Background: an optimization exercise with open tools, aiming at small area. Do not read the settings as production practice.
In this exercise RTL edits were held to simulation tests only and were not proved equivalent to the original.

## R
## simple_cpu
module simple_cpu (
    input  wire       CLK,
    input  wire       RST,         
    input  wire       Rx_in,
    output wire       Tx_out,
    output wire [7:0] LED_out
);
    reg  [7:0]  cnt;
    reg  [3:0]  bn;        
    reg  [2:0]  st;        
    reg         pa;        
    reg  [15:0] ar;        
    reg  [7:0]  H;         
    reg  [7:0]  L;         
    reg  [2:0]  op;
    reg         c;         
    reg         sv;        
    wire [3:0] p = cnt[3:0];
    wire tx     = st[2] & (st[1] | st[0]);    
    wire idle   = bn[3] & ~bn[1] & bn[0];     
    wire wrap   = tx ? (cnt[7] & cnt[6] & cnt[4] & cnt[3])
                     : (cnt[7:5] == 3'b110) & (cnt[4] == bn[0]) & (p == 4'd15);
    wire win    = cnt[7:4] == 4'd6;                     
    wire win1   = cnt[7:4] == 4'd4;                     
    wire stop   = bn == 4'd8;
    wire data   = ~bn[3];
    wire p0     = p == 4'd0;
    wire p15    = p == 4'd15;
    wire [4:0] s = {1'b0, p} + {1'b0, bn};
    wire [3:0] t = s[3:0];
    wire armed  = ~s[4];
    wire at     = ar[15];
    wire op_mul = op == 3'd3;
    wire op_add = op == 3'd1;
    wire op_sub = op == 3'd2;
    wire op_not = op == 3'd6;
    wire op_and = op == 3'd4;
    wire op_or  = op == 3'd5;
    wire op_xor = op == 3'd7;
    wire cen    = op_add | op_sub | op_mul;
    wire st3 = st == 3'd3;
    wire st4 = st == 3'd4;
    wire p_data  = (st3 | st4) & data;
    wire p_hinit = (st == 3'd2) & stop;
    wire p_fix   = st4 & stop;
    wire len16   = st4;
    wire pstart  = ~pa & win & (t == 4'd15) & (p_data | p_hinit | p_fix);
    wire pend    = pa & (t[2:0] == 3'd7) & (t[3] | ~len16);
    wire tail     = len16 ? L[0] : H[0];
    wire init_val = ~op_mul & (at ^ op_not);
    wire first    = st4 & (bn == 4'd0) & ~t[3];
    wire B        = Rx_in;
    reg a;
    always @(*) begin
        if (p_hinit | first)
            a = init_val;
        else if (p_fix & sv)
            a = c ^ (t == 4'd15);
        else
            a = tail;
    end
    reg b;
    always @(*) begin
        b = 1'b0;
        if (pa & p_data) begin
            case (op)
                3'd1, 3'd7: b = B & p0;
                3'd2:       b = B & armed;
                3'd3:       b = B & at & armed;
                3'd4:       b = ~B & p0 & a;
                3'd5:       b = B & p0 & ~a;
                default:    b = 1'b0;
            endcase
  ...
Size in the first run: ~250 cells after synthesis, about 53 flip-flops, ~12 I/O pins, ~2700 µm² of cells after synthesis.
==> flow/config.mk <==
export PLATFORM = sky130hd
export DESIGN_NAME = simple_cpu
export DESIGN_NICKNAME = simple_cpu
export VERILOG_FILES = /design/flow/design.v
export SDC_FILE = /design/flow/constraint.sdc
export NUM_CORES = 4
export LEC_CHECK = 0
export CAP_MARGIN = 20
export CORE_MARGIN = 2
export CORE_UTILIZATION = 40
export CTS_BUF_LIST = sky130_fd_sc_hd__clkbuf_16
export CTS_CLUSTER_DIAMETER = 500
export CTS_CLUSTER_SIZE = 100
export PLACE_DENSITY = 0.6
export SLEW_MARGIN = 20
==> flow/constraint.sdc <==
create_clock -name core_clock -period 10.0 [get_ports {CLK}]
set_input_delay 2.0000 -clock core_clock [delete_from_list [all_inputs] [get_ports {CLK}]]
set_output_delay 2.0000 -clock core_clock [all_outputs]
set_load 0.01 [all_outputs]
run.sh (not shown) runs the stock make flow with config.mk's settings and CLKGATE_MAP_FILE= SYNTH_SCRIPT=/design/flow/synth_recipe.tcl, a recipe that flattens the netlist after the stock synthesis.
For Q, these inputs were changed with respect to R:
Settings: CORE_UTILIZATION now 70, was 40; CTS_BUF_LIST no longer set, was sky130_fd_sc_hd__clkbuf_16; PLACE_DENSITY now 0.8, was 0.6; CTS_CLUSTER_SIZE no longer set, was 100; CTS_CLUSTER_DIAMETER no longer set, was 500.
Findings:
Diff R -> Q | detailed-routing iteration count for the pre-antenna-repair pass | increase of 4
The run showing the greater met2 wire length is Q.
There was hardly any difference in worst setup slack after layout between R and Q.
Delta (Q minus R): register-to-register slack lost 0.10 ns, clock network area share lost 1.6 points, hold slack picked up an extra 0.0082 ns.
As far as worst clock skew on the final layout is concerned, Q and R perform about the same.
Q: final area is 3.0% lower than what R reported.
R → Q: share of flip-flops with an asynchronous set or reset essentially unchanged, number of placed instances with taps included decreased 29.

==> afterwards: timing with drivers on the ports <==
In the flow no input, the clock included, has a driving cell. The finished layouts below were timed again as built, in two steps.
Step 1 assumes that a clkbuf_16 drives the clock port and a buf_2 every other input.
Step 2 adds t to the input delays and takes it off the output delays; t is the mean of the earliest and latest rising clock arrival at the registers after step 1. Input paths then give back, and output paths get back, about the clock's delay inside the block.
Slacks: no drivers / after step 1 / after step 2; pairs: no drivers / after step 1.
run | shift t [ns] | slack for setup (ns) | worst setup path after step 2 | clock arrival spread, ns | cell pins on the clock port's net
R | 0.321 | 5.545 / 5.513 / 5.567 | input to register | 0.005 / 0.005 | 1
Q | 0.342 | 5.547 / 5.519 / 5.631 | input to register | 0.006 / 0.006 | 1
After both steps every run listed still meets setup and hold.
